This design comes from an exercise in tuning for small area on the open sky130 flow, not from production work.
The RTL was checked by simulation tests, not by an equivalence proof against the original design.

Setup of rev 12:
==> module cpx_multiply, before the edit <==
module cpx_multiply
  (input             clk,
   input             rst,
   input             m_axis_tready,
   input             m_axis_tvalid,
   input [11:0]      xi,
   input [11:0]      xq,
   input [6:0]       yi_mag,
   input             yi_neg,
   input [6:0]       yq_mag,
   input             yq_neg,
   output reg        s_axis_tready,
   output [11:0]     i,
   output [11:0]     q,
   output reg        s_axis_tvalid);
   reg [2:0]         pipeline;
   localparam        LO = 3;
   reg [11-LO:0]     sa_ia, sa_qa;
   reg [10-LO:0]     sa_ib, sa_qb;
   reg               sa_ic, sa_qc;
   reg [LO-1:0]      sa_is, sa_qs;
   reg [23:0]        sb, sc, sd;
   reg               za, zb, zc;
   wire [11-LO:0]    pi_a, pq_a;
   wire [10-LO:0]    pi_b, pq_b;
   wire              pi_c, pq_c;
   wire [LO-1:0]     pi_s, pq_s;
   wire [11-LO:0]    ci, cq;
   wire [11-LO:0]    si, sq;
   wire              load = m_axis_tvalid & s_axis_tready;
   cmul mul(.x(xi), .y(xq), .cm(yi_mag), .cn(yi_neg), .sm(yq_mag), .sn(yq_neg),
            .i_a(pi_a), .i_b(pi_b), .i_c(pi_c), .i_s(pi_s),
            .q_a(pq_a), .q_b(pq_b), .q_c(pq_c), .q_s(pq_s));
   assign ci[0] = sa_ic;
   assign cq[0] = sa_qc;
   genvar            g;
   generate
      for (g = 0; g < 11 - LO; g = g + 1) begin : rca
         assign si[g] = sa_ia[g] ^ sa_ib[g] ^ ci[g];
         assign ci[g + 1] = (sa_ia[g] & sa_ib[g]) | (sa_ia[g] & ci[g]) | (sa_ib[g] & ci[g]);
         assign sq[g] = sa_qa[g] ^ sa_qb[g] ^ cq[g];
         assign cq[g + 1] = (sa_qa[g] & sa_qb[g]) | (sa_qa[g] & cq[g]) | (sa_qb[g] & cq[g]);
      end
   endgenerate
   assign si[11-LO] = sa_ia[11-LO] ^ ci[11-LO];
   assign sq[11-LO] = sa_qa[11-LO] ^ cq[11-LO];
   assign i = sd[23:12];
   assign q = sd[11:0];
   always @(posedge clk) begin
      if (rst) begin
         pipeline <= 3'b0;
         s_axis_tvalid <= 1'b0;
         s_axis_tready <= 1'b0;
         za <= 1'b1;
         zb <= 1'b1;
         zc <= 1'b1;
      end else begin
         if (load)
           pipeline <= {pipeline[1:0], m_axis_tready};
         else if (m_axis_tready)
           pipeline <= {pipeline[1:0], 1'b0};
         s_axis_tvalid <= pipeline[2];
         s_axis_tready <= m_axis_tready | ~pipeline[0];
         if (load)
           za <= 1'b0;
         if (m_axis_tready) begin
            zb <= za;
            zc <= zb;
         end
      end
   end
   always @(posedge clk) begin
      if (load) begin
         sa_ia <= pi_a;
         sa_ib <= pi_b;
         sa_ic <= pi_c;
         sa_qa <= pq_a;
         sa_qb <= pq_b;
         sa_qc <= pq_c;
         sa_is <= pi_s;
         sa_qs <= pq_s;
      end
      if (m_axis_tready) begin
         sb <= {si, sa_is, sq, sa_qs};
         sc <= sb;
         sd <= zc ? 24'd0 : sc;
      end
   end
endmodule
==> module freq_shift, before the edit <==
module freq_shift
  (input                clk,
   input                rst,
   input                m_axis_tvalid,
   input [11:0]         freq_step,
   input                freq_step_valid,
   input                neg_shift,
   input signed [11:0]  xi,
   input signed [11:0]  xq,
   output               s_axis_tready,
   input                m_axis_tready,
   output signed [11:0] i,
   output signed [11:0] q,
   output               s_axis_tvalid);
   wire                 freq_step_set;
   wire                 sig_tvalid;
   wire [8:0]           sidx;
   wire                 sidx_z;
   wire [6:0]           sine_mag, cosine_mag;
   wire                 sine_neg, cosine_neg;
   wire                 mult_tready;
   reg                  load_buff;
   reg                  mult_tready_buff;
   reg                  neg_shift_buff;
   reg [11:0]           xi_buff, xq_buff;
   reg [6:0]            cosine_buff, sine_buff;
   reg                  cosine_neg_buff, sine_neg_buff;
   sig_gen fq_sig_gen(.clk(clk), .rst(rst),
                      .m_axis_freq_step_tvalid(freq_step_valid),
                      .freq_step(freq_step),
                      .m_axis_data_tready(m_axis_tvalid),
                      .freq_step_set0(freq_step_set),
                      .s_axis_data_tvalid(sig_tvalid),
                      .sidx(sidx), .sidx_z(sidx_z));
   sin_cos fq_sin_cos(.sidx(sidx), .sidx_z(sidx_z), .neg(neg_shift_buff),
                      .smag(sine_mag), .sneg(sine_neg),
                      .cmag(cosine_mag), .cneg(cosine_neg));
   always @(posedge clk) begin
      if (rst) begin
         load_buff <= 1'b0;
         mult_tready_buff <= 1'b0;
      end else begin
         load_buff <= sig_tvalid & m_axis_tvalid;
         mult_tready_buff <= mult_tready;
      end
   end
   always @(posedge clk) begin
      if (freq_step_valid)
        neg_shift_buff <= neg_shift;
   end
   always @(posedge clk) begin
      xi_buff <= xi;
      xq_buff <= xq;
      cosine_buff <= cosine_mag;
      cosine_neg_buff <= cosine_neg;
      sine_buff <= sine_mag;
      sine_neg_buff <= sine_neg;
   end
   assign s_axis_tready = mult_tready_buff & freq_step_set;
   cpx_multiply freq_mult(.clk(clk), .rst(rst),
                          .m_axis_tready(m_axis_tready),
                          .m_axis_tvalid(load_buff),
                          .xi(xi_buff), .xq(xq_buff),
                          .yi_mag(cosine_buff), .yi_neg(cosine_neg_buff),
                          .yq_mag(sine_buff), .yq_neg(sine_neg_buff),
                          .s_axis_tready(mult_tready),
                          .i(i), .q(q),
                          .s_axis_tvalid(s_axis_tvalid));
endmodule
export LEC_CHECK = 0
export ABC_AREA = 1
export CAP_MARGIN = 0
export CORE_MARGIN = 2
export CORE_UTILIZATION = 40
export CTS_BUF_LIST = sky130_fd_sc_hd__clkbuf_16
export CTS_CLUSTER_DIAMETER = 100
export CTS_CLUSTER_SIZE = 30
export SLEW_MARGIN = 0
create_clock -name core_clock -period 6.0 [get_ports {clk}]
standard.sh (not shown) runs the stock make flow with config.mk's settings and CLKGATE_MAP_FILE= SYNTH_SCRIPT=/design/flow/synth_recipe.tcl, a recipe that flattens the netlist after the stock synthesis.
==> flow/flow/run.sh <==
#!/bin/bash
# Own layout flow: the standard layout (standard.sh), with two changes to
# synthesis.  The design is synthesised by the standard script with Yosys's
# early "abc -fast" pass skipped (synth -noabc), so that extract_fa finds the
# full adders of the RTL's adder trees as written, and ORFS's final ABC
# mapping uses the area-only script flow/area.abc.  The registers are then
# checked against the standard synthesis and given its instance names; if
# they differ in any way, the standard netlist is used unchanged.  Each
# tool's output goes to a log file in the work folder.
set -uo pipefail
W=$(pwd)
R=$W/orfs/results/$FLOW_PLATFORM/freq_shift/base
OWN=$W/orfs_own/results/$FLOW_PLATFORM/freq_shift/base

bash standard.sh synth > std_synth.log 2>&1 || { echo "standard synthesis failed"; exit 1; }
cp "$R/1_2_yosys.v" ref_1_2_yosys.v

# 2. the same synthesis scripts, without the early abc pass and with the
#    area-only ABC script
sed "s#^source \$::env(SCRIPTS_DIR)/synth_preamble.tcl#&\nset abc_args [lreplace \$abc_args 1 1 $W/flow/area.abc]#" \
    "$FLOW_HOME/scripts/synth.tcl" > own_synth_main.tcl
sed -e 's/yosys synth -nofsm -noshare /yosys synth -nofsm -noshare -noabc /' \
    -e "s#^source \$::env(SCRIPTS_DIR)/synth.tcl#source $W/own_synth_main.tcl#" \
    synth_recipe.tcl > own_synth.tcl
if grep -q -- '-noabc' own_synth.tcl && grep -q own_synth_main own_synth.tcl &&
   grep -q 'flow/area.abc' own_synth_main.tcl &&
   make -C "$FLOW_HOME" DESIGN_CONFIG="$W/config.mk" WORK_HOME="$W/orfs_own" CLKGATE_MAP_FILE= \
        SYNTH_SCRIPT="$W/own_synth.tcl" synth > own_synth.log 2>&1 &&
   python3 flow/match_regs.py ref_1_2_yosys.v "$OWN/1_2_yosys.v" own_1_2_yosys.v > match_regs.log 2>&1
then
  echo "using the own synthesis"
  cp own_1_2_yosys.v "$R/1_2_yosys.v"
  rm -f "$R/1_synth.odb" "$R/1_synth.sdc"
else
  echo "own synthesis not used; keeping the standard netlist"
fi

# 3. the rest of the standard layout
bash standard.sh > std_layout.log 2>&1 || { echo "layout failed"; exit 1; }
test -f out/final.def
Other scripts of this flow, unchanged in this note and not shown: flow/flow/area.abc, flow/flow/match_regs.py
Edits applied to the flow inputs when going from rev 12 to rev 13:
--- a/flow/design.v
+++ b/flow/design.v
@@ -9,8 +9,9 @@
    input [6:0]       yi_mag,
    input             yi_neg,
    input [6:0]       yq_mag,
    input             yq_neg,
+   input             din_zero,
    output reg        s_axis_tready,
    output [11:0]     i,
    output [11:0]     q,
    output reg        s_axis_tvalid);
@@ -62,9 +63,9 @@
            pipeline <= {pipeline[1:0], 1'b0};
          s_axis_tvalid <= pipeline[2];
          s_axis_tready <= m_axis_tready | ~pipeline[0];
          if (load)
-           za <= 1'b0;
+           za <= din_zero;
          if (m_axis_tready) begin
             zb <= za;
             zc <= zb;
          end
@@ -984,14 +985,16 @@
    wire                 sidx_z;
    wire [6:0]           sine_mag, cosine_mag;
    wire                 sine_neg, cosine_neg;
    wire                 mult_tready;
-   reg                  load_buff;
+   reg                  sig_tvalid_buff;
    reg                  mult_tready_buff;
+   reg                  tvalid_buff;
    reg                  neg_shift_buff;
    reg [11:0]           xi_buff, xq_buff;
    reg [6:0]            cosine_buff, sine_buff;
    reg                  cosine_neg_buff, sine_neg_buff;
+   reg                  buff_zero;
    sig_gen fq_sig_gen(.clk(clk), .rst(rst),
                       .m_axis_freq_step_tvalid(freq_step_valid),
                       .freq_step(freq_step),
                       .m_axis_data_tready(m_axis_tvalid),
@@ -1000,36 +1003,43 @@
                       .sidx(sidx), .sidx_z(sidx_z));
    sin_cos fq_sin_cos(.sidx(sidx), .sidx_z(sidx_z), .neg(neg_shift_buff),
                       .smag(sine_mag), .sneg(sine_neg),
                       .cmag(cosine_mag), .cneg(cosine_neg));
+   wire                 load = sig_tvalid & m_axis_tvalid;
    always @(posedge clk) begin
       if (rst) begin
-         load_buff <= 1'b0;
+         sig_tvalid_buff <= 1'b0;
          mult_tready_buff <= 1'b0;
+         tvalid_buff <= 1'b0;
+         buff_zero <= 1'b1;
       end else begin
-         load_buff <= sig_tvalid & m_axis_tvalid;
+         sig_tvalid_buff <= sig_tvalid;
          mult_tready_buff <= mult_tready;
+         tvalid_buff <= m_axis_tvalid;
+         if (load)
+           buff_zero <= 1'b0;
       end
    end
    always @(posedge clk) begin
       if (freq_step_valid)
         neg_shift_buff <= neg_shift;
-   end
-   always @(posedge clk) begin
-      xi_buff <= xi;
-      xq_buff <= xq;
-      cosine_buff <= cosine_mag;
-      cosine_neg_buff <= cosine_neg;
-      sine_buff <= sine_mag;
-      sine_neg_buff <= sine_neg;
+      if (load) begin
+         xi_buff <= xi;
+         xq_buff <= xq;
+         cosine_buff <= cosine_mag;
+         cosine_neg_buff <= cosine_neg;
+         sine_buff <= sine_mag;
+         sine_neg_buff <= sine_neg;
+      end
    end
    assign s_axis_tready = mult_tready_buff & freq_step_set;
    cpx_multiply freq_mult(.clk(clk), .rst(rst),
                           .m_axis_tready(m_axis_tready),
-                          .m_axis_tvalid(load_buff),
+                          .m_axis_tvalid(sig_tvalid_buff & tvalid_buff),
                           .xi(xi_buff), .xq(xq_buff),
                           .yi_mag(cosine_buff), .yi_neg(cosine_neg_buff),
                           .yq_mag(sine_buff), .yq_neg(sine_neg_buff),
+                          .din_zero(buff_zero),
                           .s_axis_tready(mult_tready),
                           .i(i), .q(q),
                           .s_axis_tvalid(s_axis_tvalid));
 endmodule
==> run summary <==
Clock net sink count: rev 13 vs rev 12 up 2
Rev 13: flow completed, timing, DRC and antenna clean
Compared to rev 12, the routing of rev 13 uses more wire.
Changes observed in rev 13 relative to rev 12: fraction of area in non-clock buffers barely changed; synthesized netlist net count climbed 0.62%; total CTS buffers dropped 2.

afterwards: timing with drivers on the ports:
The results above use ideal ports. As a check the final layouts listed here were re-extracted and re-timed, cells and wires unchanged. Step 1, drivers: a clkbuf_16 drives clk and a buf_2 each remaining input, both assumed. Step 2, shift: input delay + t, output delay - t, t = (earliest + latest rising clock arrival at the registers) / 2. This alone moves slack from input paths to output paths. Three values: ideal, step 1, step 2; two values: the first two.
run | t (ns) | setup WS [ns] | worst register clock-pin slew, ns | worst data-port slew with drivers (ns)
rev 12 | 0.542 | 0.282 / 0.282 / 0.282 | 0.11 / 0.11 | 0.04
rev 13 | 0.534 | 0.364 / 0.364 / 0.364 | 0.11 / 0.11 | 0.05
After both steps every run listed still meets setup and hold.
